This design comes from an exercise in tuning for small area and a short achievable clock period on the open sky130 flow, not from production work. Function was checked by simulation only, so behaviour that the tests miss may differ from the original. Power is estimated from default activity; no workload was simulated.

== harbor ==
==> flow/design.v (excerpt) <==
module processor_arm #(
    parameter N = 64
) (
    input logic CLOCK_50,
    reset,
    output logic [N-1:0] DM_writeData,
    DM_addr,
    output logic DM_writeEnable,
    output logic DM_readEnable,
    input logic [N-1:0] DM_readData,
    output logic [N-1:0] IM_addr,
    input logic [31:0] IM_readData
);
For scale: roughly 10000 cells after synthesis, roughly 290 I/O pins, roughly 110000 um2 of cells after synthesis.
clock: 8.5 ns
lec_check: 0
cap_margin: 30
core_margin: 2
core_utilization: 45
cts_cluster_diameter: 100
cts_cluster_size: 20
place_density: 0.55
setup_slack_margin: 5
slew_margin: 40
standard.sh (not shown) runs the stock make flow with config.mk's settings and CLKGATE_MAP_FILE= SYNTH_SCRIPT=/design/flow/synth_recipe.tcl, a recipe that flattens the netlist after the stock synthesis.
==> flow/flow/run.sh <==
#!/bin/bash
# Layout flow: the standard ORFS flow (standard.sh) with these changes:
#  - synthesis keeps the ALU (alu.sv, no registers) as its own module until the end,
#    maps it with ABC's delay-driven "map" (flow/abc_alu.script), and maps the rest with
#    flow/abc_top.script; the design is flattened afterwards as usual (synth_recipe.tcl),
#    so the registers are the standard synthesis's;
#  - input and output ports are buffered with buf_4;
#  - timing repair aims at a setup margin of 5.3 ns.
# ORFS writes each tool's log under orfs/logs; make's own output goes to flow.log.
set -euo pipefail
here=$(pwd)
rm -rf "$here/scripts_mod"
cp -r "$FLOW_HOME/scripts" "$here/scripts_mod"
python3 "$here/flow/patch_synth.py" "$here/scripts_mod/synth.tcl"
bash standard.sh \
  SCRIPTS_DIR="$here/scripts_mod" \
  SYNTH_HIERARCHICAL=1 \
  FAST_ABC_MODULES=alu \
  FAST_ABC_SCRIPT="$here/flow/abc_alu.script" \
  TOP_ABC_SCRIPT="$here/flow/abc_top.script" \
  BUFFER_PORTS_ARGS="-buffer_cell sky130_fd_sc_hd__buf_4" \
  SETUP_SLACK_MARGIN=5.3 \
  finish > "$here/flow.log" 2>&1
==> flow/flow/abc_alu.script <==
strash
dch
map -D 1000
buffer -c
topo
stime -c
upsize -c
dnsize -c
==> flow/flow/abc_top.script <==
strash
dch
map -D 1500
buffer -c
topo
stime -c
upsize -c
dnsize -c
==> flow/flow/patch_synth.py <==
# Patch ORFS synth.tcl (copy) so that the modules in FAST_ABC_MODULES are mapped with
# FAST_ABC_SCRIPT and the top module with TOP_ABC_SCRIPT, instead of one ABC run for all.
import sys
p = sys.argv[1]
s = open(p).read()
old = """  log_cmd abc {*}$abc_args
} else {"""
new = """  if { [env_var_exists_and_non_empty FAST_ABC_MODULES] } {
    set map_args [lrange $abc_args 2 end]
    foreach m $::env(FAST_ABC_MODULES) {
      log_cmd abc -script $::env(FAST_ABC_SCRIPT) {*}$map_args $m
    }
    log_cmd abc -script $::env(TOP_ABC_SCRIPT) {*}$map_args $::env(DESIGN_NAME)
  } else {
    log_cmd abc {*}$abc_args
  }
} else {"""
assert s.count(old) == 1
open(p, 'w').write(s.replace(old, new))
### harbor -> tundra
--- a/flow/design.v
+++ b/flow/design.v
@@ -36,13 +36,14 @@
   assign clk = CLOCK_50;
   logic [63:2] pc;
   logic isLDUR, isSTUR, isCBZ, isMOVZ, isADD, isSUB, isAND, isORR;
   logic [23:21] opD;
   logic [20:0] fldD;
   logic [4:0] rmD;
-  logic bypRawA, bypRawB;   
+  logic cbzA;   
+  logic bypLdA, bypAluA, keepA, bypLdB, bypAluB, keepB;
   logic [63:2] pcD;
   logic regWriteE, memReadE, memWriteE, branchE;
   logic fwdAE, fwdBE, selBFpE, selBFnE, selBXE, andE, orrE, subE, arithE;
   logic [4:0] rdE;
   logic [63:0] opAE, opBE, opXE;
   logic regWriteM, memReadM, memWriteM, takenM, loadWbM;
@@ -87,39 +88,30 @@
       (isSTURF || isCBZF || isMOVZF) ? IM_readData[4:0] : IM_readData[20:16];
   always_ff @(posedge clk)
     if (!stall) begin
       opD  <= IM_readData[23:21];
       fldD <= IM_readData[20:0];
       pcD  <= pc;
+      cbzA <= isCBZF;
     end
   always_ff @(posedge clk) rmD <= rmNext;
-  always_ff @(posedge clk or posedge reset)
-    if (reset) begin
-      bypRawA <= 1'b0;
-      bypRawB <= 1'b0;
-    end else begin
-      bypRawA <= regWriteE && rdE != 5'd31 && rdE == rnNext;
-      bypRawB <= regWriteE && rdE != 5'd31 && rdE == rmNext;
-    end
   logic isR;
   assign isR = isADD | isSUB | isAND | isORR;
   logic [4:0] rnD, rdD;
   assign rnD = fldD[9:5];
   assign rdD = fldD[4:0];
   assign stall = memReadE && (rnD == rdE || rmD == rdE);
   logic [63:0] wbM;
   logic weRF;
   assign wbM  = loadWbM ? DM_readData : aluM;
   assign weRF = regWriteM && rdM != 5'd31;
-  logic noRegA, bypA, bypB;
+  logic noRegA;
   logic [30:0] selA, selB;
   logic [63:0] rdA, rdB;
   logic [4:0] lowA, lowB;
   assign noRegA = isCBZ | isMOVZ;
-  assign bypA = bypRawA && !noRegA;
-  assign bypB = bypRawB;
   logic noRegNext;
   logic [30:0] validNext, selANext, selBNext;
   logic [4:0] lowANext, lowBNext;
   assign noRegNext = stall ? noRegA : (isCBZF || isMOVZF);
   for (genvar k = 0; k < 31; k++) begin : g_sel
     assign validNext[k] = valid[k] || (weRF && rdM == 5'(k));
@@ -127,33 +119,40 @@
     assign selBNext[k]  = rmNext == 5'(k) && validNext[k];
   end
   logic [31:0] validNext32;
   assign validNext32 = {1'b1, validNext};   
   assign lowANext = (!validNext32[rnNext] && !noRegNext) ? rnNext : 5'd0;
   assign lowBNext = !validNext32[rmNext] ? rmNext : 5'd0;
+  logic hitA, hitB;
+  assign hitA = regWriteE && rdE != 5'd31 && rdE == rnNext && !noRegNext;
+  assign hitB = regWriteE && rdE != 5'd31 && rdE == rmNext;
   always_ff @(posedge clk) begin
+    bypLdA  <= hitA && memReadE;
+    bypAluA <= hitA && !memReadE;
+    keepA   <= !hitA;
+    bypLdB  <= hitB && memReadE;
+    bypAluB <= hitB && !memReadE;
+    keepB   <= !hitB;
     selA <= selANext;
     selB <= selBNext;
     lowA <= lowANext;
     lowB <= lowBNext;
   end
   logic [63:0] treeA, treeB;
   always_comb begin
-    treeA = {64{isCBZ}} & {pcD, 2'b00};
+    treeA = {64{cbzA}} & {pcD, 2'b00};
     treeB = '0;
     for (int k = 0; k < 31; k++) begin
       treeA = treeA | ({64{selA[k]}} & R[k]);
       treeB = treeB | ({64{selB[k]}} & R[k]);
     end
     treeA[4:0] = treeA[4:0] | lowA;
     treeB[4:0] = treeB[4:0] | lowB;
   end
-  assign rdA = ({64{bypA && loadWbM}} & DM_readData) | ({64{bypA && !loadWbM}} & aluM) |
-               ({64{!bypA}} & treeA);
-  assign rdB = ({64{bypB && loadWbM}} & DM_readData) | ({64{bypB && !loadWbM}} & aluM) |
-               ({64{!bypB}} & treeB);
+  assign rdA = ({64{bypLdA}} & DM_readData) | ({64{bypAluA}} & aluM) | ({64{keepA}} & treeA);
+  assign rdB = ({64{bypLdB}} & DM_readData) | ({64{bypAluB}} & aluM) | ({64{keepB}} & treeB);
   logic [63:0] immD;
   always_comb
     if (isMOVZ) immD = {48'd0, fldD[20:5]} << {opD[22:21], 4'd0};
     else if (isCBZ) immD = {{43{opD[23]}}, opD[23:21], fldD[20:5], 2'b00};
     else immD = {{55{fldD[20]}}, fldD[20:12]};
   always_ff @(posedge clk or posedge reset)
Notes after the runs:
- Lower cell area was reported by harbor, not tundra.
- Die area (lower): harbor
- The lower maximum operating frequency came out of tundra.
- Per the comparison of tundra with harbor, post-synthesis to final-layout area growth went up, fraction of power consumed by the clock network went down.

separate check: timing with driven ports:
In the flow no input, the clock included, has a driving cell. The finished layouts below were timed again as built, in two steps. Step 1 sets driving cells, clkbuf_16 on the clock port and buf_2 on the other inputs (assumed; they add their load-dependent delay and slew). Step 2 moves the port delays by t, midway between the first and last clock arrival at a register: inputs arrive t later, outputs are due t later. That takes back most of the time a late clock gives input paths. a / b / c = ideal ports / drivers / drivers and shift; a / b = the first two.
| run | shift t [ns] | setup slack, ns | hold slack, ns | worst setup path at the end | worst slew at a driven data input, ns |
|---|---|---|---|---|---|
| harbor | 1.018 | 5.078 / 5.074 / 4.370 | 0.347 / 0.347 / 0.347 | input to register | 0.10 |
| tundra | 0.969 | 5.067 / 5.041 / 4.354 | 0.358 / 0.358 / 0.358 | input to register | 0.27 |
After both steps setup and hold are still met in every run listed. The setup slack of tundra, which loses most, moves by -0.026 ns with the drivers and by -0.713 ns with both steps.
